What follows belongs to an exercise in optimizing a design on an open flow for small area; a production flow would make more cautious choices.
At most, simulation tests tie the RTL to the original design; equivalence was not proved.
Power and IR drop assume default switching activity.

== run C ==
==> flow/design.v <==
module eclsensor (clk, rst, txd, rxd, ir_tx, ir_rx, led);
	output [11:0] ir_tx;
	input [19:0] ir_rx;
	output led;
	input clk;
	input rst;
	output reg txd;
	input rxd;
	assign led = 1'b0;
	reg [2:0] pre;
	reg [1:0] bdiv;
	reg [5:0] mdiv;
	wire pre_end = pre == 3'd6;
	wire modulation_edge = pre_end && mdiv == 6'd46;
	always @(posedge clk)
		if (rst) begin
			pre <= 3'd0;
			bdiv <= 2'd0;
			mdiv <= 6'd0;
		end else begin
			pre <= pre_end ? 3'd0 : pre + 1'b1;
			if (pre_end) begin
				bdiv <= bdiv + 1'b1;
				mdiv <= (mdiv == 6'd46) ? 6'd0 : mdiv + 1'b1;
			end
		end
	reg baud_edge;
	always @(posedge clk)
		baud_edge <= !rst && pre_end && bdiv == 2'd3;
	reg modulation_state;
	always @(posedge clk)
		if (rst)
			modulation_state <= 1'b0;
		else if (modulation_edge)
			modulation_state <= !modulation_state;
	reg text_busy;
	reg [7:0] cycle_timer;
	wire state_tx_modulating = cycle_timer < 8'd190;
	wire state_tx_end = modulation_edge && cycle_timer == 8'd228;
	always @(posedge clk)
		if (rst)
			cycle_timer <= 8'd0;
		else if (modulation_edge)
			cycle_timer <= (text_busy || state_tx_end) ? 8'd0 : cycle_timer + 1'b1;
	reg [3:0] tx_num;
	always @(posedge clk)
		if (rst)
			tx_num <= 4'd12;
		else if (state_tx_end)
			tx_num <= (tx_num == 4'd12) ? 4'd1 : tx_num + 1'b1;
	reg ir_on;
	always @(posedge clk)
		ir_on <= !rst && state_tx_modulating && !text_busy && modulation_state;
	genvar gi;
	generate
		for (gi = 0; gi < 12; gi = gi + 1) begin: tx_dec
			assign ir_tx[gi] = ir_on && tx_num == (gi == 0 ? 12 : gi);
		end
	endgenerate
	reg [3:0] bs;
	reg [6:0] ci;         
	reg [3:0] dreg;       
	wire req = text_busy && bs == 4'd0;
	wire line_end = req && ci == 7'd82;
	wire is_letter = ci == 7'd1;
	wire dig_alpha = dreg[3] && (dreg[2] || dreg[1]);
	wire [7:0] ch =
		!text_busy ? 8'h0a :
		is_letter ? {4'h4, tx_num} :
		dig_alpha ? {4'h6, dreg - 4'd9} :
		{4'h3, dreg};
	reg bitval;
	always @(*)
		case (bs)
			4'd1: bitval = 1'b0;
			4'd2: bitval = ch[0];
			4'd3: bitval = ch[1];
			4'd4: bitval = ch[2];
			4'd5: bitval = ch[3];
			4'd6: bitval = ch[4];
			4'd7: bitval = ch[5];
			4'd8: bitval = ch[6];
			4'd9: bitval = ch[7];
			default: bitval = 1'b1;
		endcase
	always @(posedge clk)
		if (rst) begin
			bs <= 4'd0;
			txd <= 1'b0;
		end else begin
			if (baud_edge)
				txd <= !bitval;
			if (req)
				bs <= 4'd1;
			else if (baud_edge && bs != 4'd0)
				bs <= (bs == 4'd10) ? 4'd0 : bs + 1'b1;
		end
	always @(posedge clk)
		if (rst)
			text_busy <= 1'b0;
		else if (!text_busy)
			text_busy <= state_tx_end;
		else if (line_end)
			text_busy <= 1'b0;
	always @(posedge clk)
		if (!text_busy)
			ci <= 7'd0;
		else if (req)
			ci <= ci + 1'b1;
	wire cnt_en = !text_busy && !state_tx_end;
	wire lclr = text_busy && line_end;
	reg [3:0] ptr;
	reg h;
	reg clr;
	wire ptr_end = ptr == 4'd9;
	always @(posedge clk)
		if (rst || lclr) begin
			ptr <= 4'd0;
			h <= 1'b0;
			clr <= 1'b1;
		end else begin
			ptr <= ptr_end ? 4'd0 : ptr + 1'b1;
			if (ptr_end) begin
				h <= !h;
				clr <= 1'b0;
			end
		end
	reg [4:0] lcnt [0:19];
	genvar ri;
	generate
		for (ri = 0; ri < 20; ri = ri + 1) begin: rx
			wire ev = cnt_en && !ir_rx[ri];
			always @(posedge clk)
				if (rst)
					lcnt[ri] <= {4'b0000, !ir_rx[ri]};
				else if (lclr)
					lcnt[ri] <= 5'd0;
				else
					lcnt[ri] <= lcnt[ri] + ev;
		end
	endgenerate
	reg [11:0] ring [0:19];
	wire le = lcnt[{ptr, 1'b0}][4];
	wire lo = lcnt[{ptr, 1'b1}][4];
	wire l0 = h ? lo : le;
	wire l1 = h ? le : lo;
	integer k;
	always @(posedge clk) begin
		for (k = 0; k < 19; k = k + 1)
			if (k != 9)
				ring[k] <= ring[k + 1];
		ring[19] <= clr ? 12'd0 : {ring[0][11:1] + (ring[0][0] && !l0), l0};
		ring[9] <= clr ? 12'd0 : {ring[10][11:1] + (ring[10][0] && !l1), l1};
	end
	wire [15:0] word = {ring[0], lcnt[{ptr, h}][3:0]};
	reg [3:0] nyb;
	always @(*)
		case (ci[1:0])
			2'd0: nyb = word[15:12];
			2'd1: nyb = word[11:8];
			2'd2: nyb = word[7:4];
			default: nyb = word[3:0];
		endcase
	always @(posedge clk)
		if (text_busy && bs == 4'd10) begin
			if (ci[6] && ci[4])
				dreg <= 4'd0;
			else if ({ptr, h} == ci[6:2])
				dreg <= nyb;
		end
endmodule
Settings: LEC_CHECK=0, CAP_MARGIN=20, CORE_MARGIN=2, CORE_UTILIZATION=45, PLACE_DENSITY=0.6, SLEW_MARGIN=20; clock period 10.0 ns.
standard.sh (not shown) runs the stock make flow with config.mk's settings and CLKGATE_MAP_FILE= SYNTH_SCRIPT=/design/flow/synth_recipe.tcl, a recipe that flattens the netlist after the stock synthesis.
==> flow/flow/run.sh <==
#!/bin/bash
# Standard ORFS layout with two changes: clock tree synthesis without dummy
# load cells and with small clock buffers, and the smallest buffer on ports.
set -euo pipefail
export CTS_ARGS="-sink_clustering_enable -repair_clock_nets -dont_use_dummy_load -buf_list sky130_fd_sc_hd__clkbuf_4 -sink_clustering_size 10 -sink_clustering_max_diameter 40"
export BUFFER_PORTS_ARGS="-buffer_cell sky130_fd_sc_hd__buf_1"
bash standard.sh > standard.log 2>&1
--- input diff run C..run E ---
--- a/flow/design.v
+++ b/flow/design.v
@@ -43,10 +43,10 @@
 		else if (modulation_edge)
 			cycle_timer <= (text_busy || state_tx_end) ? 8'd0 : cycle_timer + 1'b1;
-	reg [3:0] tx_num;
+	reg [3:0] current_tx;
 	always @(posedge clk)
 		if (rst)
-			tx_num <= 4'd12;
+			current_tx <= 4'd0;
 		else if (state_tx_end)
-			tx_num <= (tx_num == 4'd12) ? 4'd1 : tx_num + 1'b1;
+			current_tx <= (current_tx == 4'd11) ? 4'd0 : current_tx + 1'b1;
 	reg ir_on;
 	always @(posedge clk)
@@ -55,5 +55,5 @@
 	generate
 		for (gi = 0; gi < 12; gi = gi + 1) begin: tx_dec
-			assign ir_tx[gi] = ir_on && tx_num == (gi == 0 ? 12 : gi);
+			assign ir_tx[gi] = ir_on && current_tx == gi;
 		end
 	endgenerate
@@ -64,8 +64,9 @@
 	wire line_end = req && ci == 7'd82;
 	wire is_letter = ci == 7'd1;
+	wire [3:0] letter_lo = (current_tx == 4'd0) ? 4'd12 : current_tx;
 	wire dig_alpha = dreg[3] && (dreg[2] || dreg[1]);
 	wire [7:0] ch =
 		!text_busy ? 8'h0a :
-		is_letter ? {4'h4, tx_num} :
+		is_letter ? {4'h4, letter_lo} :
 		dig_alpha ? {4'h6, dreg - 4'd9} :
 		{4'h3, dreg};
@@ -111,5 +112,4 @@
 	wire lclr = text_busy && line_end;
 	reg [3:0] ptr;
-	reg h;
 	reg clr;
 	wire ptr_end = ptr == 4'd9;
@@ -117,41 +117,42 @@
 		if (rst || lclr) begin
 			ptr <= 4'd0;
-			h <= 1'b0;
 			clr <= 1'b1;
 		end else begin
 			ptr <= ptr_end ? 4'd0 : ptr + 1'b1;
-			if (ptr_end) begin
-				h <= !h;
+			if (ptr_end)
 				clr <= 1'b0;
-			end
 		end
-	reg [4:0] lcnt [0:19];
+	reg [3:0] lcnt [0:19];
+	reg [19:0] flag;
 	genvar ri;
 	generate
 		for (ri = 0; ri < 20; ri = ri + 1) begin: rx
 			wire ev = cnt_en && !ir_rx[ri];
-			always @(posedge clk)
+			wire svc = ptr == (ri >> 1);
+			always @(posedge clk) begin
 				if (rst)
-					lcnt[ri] <= {4'b0000, !ir_rx[ri]};
+					lcnt[ri] <= {3'b000, !ir_rx[ri]};
 				else if (lclr)
-					lcnt[ri] <= 5'd0;
+					lcnt[ri] <= 4'd0;
 				else
 					lcnt[ri] <= lcnt[ri] + ev;
+				flag[ri] <= !rst && ((ev && lcnt[ri] == 4'hf) || (flag[ri] && !svc));
+			end
 		end
 	endgenerate
-	reg [11:0] ring [0:19];
-	wire le = lcnt[{ptr, 1'b0}][4];
-	wire lo = lcnt[{ptr, 1'b1}][4];
-	wire l0 = h ? lo : le;
-	wire l1 = h ? le : lo;
+	reg [11:0] ring_a [0:9];
+	reg [11:0] ring_b [0:9];
+	wire carry_a = flag[{ptr, 1'b0}];
+	wire carry_b = flag[{ptr, 1'b1}];
 	integer k;
 	always @(posedge clk) begin
-		for (k = 0; k < 19; k = k + 1)
-			if (k != 9)
-				ring[k] <= ring[k + 1];
-		ring[19] <= clr ? 12'd0 : {ring[0][11:1] + (ring[0][0] && !l0), l0};
-		ring[9] <= clr ? 12'd0 : {ring[10][11:1] + (ring[10][0] && !l1), l1};
+		for (k = 0; k < 9; k = k + 1) begin
+			ring_a[k] <= ring_a[k + 1];
+			ring_b[k] <= ring_b[k + 1];
+		end
+		ring_a[9] <= clr ? 12'd0 : ring_a[0] + carry_a;
+		ring_b[9] <= clr ? 12'd0 : ring_b[0] + carry_b;
 	end
-	wire [15:0] word = {ring[0], lcnt[{ptr, h}][3:0]};
+	wire [15:0] word = ci[2] ? {ring_b[0], lcnt[{ptr, 1'b1}]} : {ring_a[0], lcnt[{ptr, 1'b0}]};
 	reg [3:0] nyb;
 	always @(*)
@@ -166,5 +167,5 @@
 			if (ci[6] && ci[4])
 				dreg <= 4'd0;
-			else if ({ptr, h} == ci[6:2])
+			else if (ptr == ci[6:3])
 				dreg <= nyb;
 		end
### Flow results
NOTE die span in x run C->run E increased slightly. Taking run C as the reference, in run E total via count after detailed routing higher; final area higher; routed length per instance higher. [run E] fraction of the mapped netlist area in compound gates rose 0.69 points relative to run C. In the metrics for run C and run E, the one carrying the higher share of cell area taken by multi-input logic gates is run E. Number of routed nets with antenna violations came out exactly the same in run C and run E. Per the comparison of run E with run C, relative contribution of the clock network to total power increased by 0.4 points relative to the old numbers, hold slack increased by 0.0066 ns relative to the old numbers, wire length increased by 4.1% relative to the old numbers. Of the two values seen for kind of critical path, flip-flop to flip-flop was produced by run C and flip-flop to primary output by run E.
For run C, only the layout was checked, not whether the RTL still works.

## separate check: timing with driven ports
The results above use ideal ports. As a check the final layouts listed here were re-extracted and re-timed, cells and wires unchanged. Step 1 (the two cells are an assumption about what drives the block):
set clk [get_ports {clk}]
set_driving_cell -lib_cell sky130_fd_sc_hd__clkbuf_16 $clk
set_driving_cell -lib_cell sky130_fd_sc_hd__buf_2 [delete_from_list [all_inputs] $clk]
Step 2, shift: input delay + t, output delay - t, t = (earliest + latest rising clock arrival at the registers) / 2. This alone moves slack from input paths to output paths. Three values: ideal ports, drivers, drivers and shift; two values: the first two.
run | shift t [ns] | slack for setup (ns) | worst hold slack (ns) | worst setup path after step 2
run C | 0.690 | 6.142 / 6.132 / 6.142 | 0.262 / 0.262 / 0.262 | register to register
run E | 0.698 | 6.191 / 6.147 / 6.309 | 0.269 / 0.269 / 0.269 | input to register
After both steps every run listed still meets setup and hold.
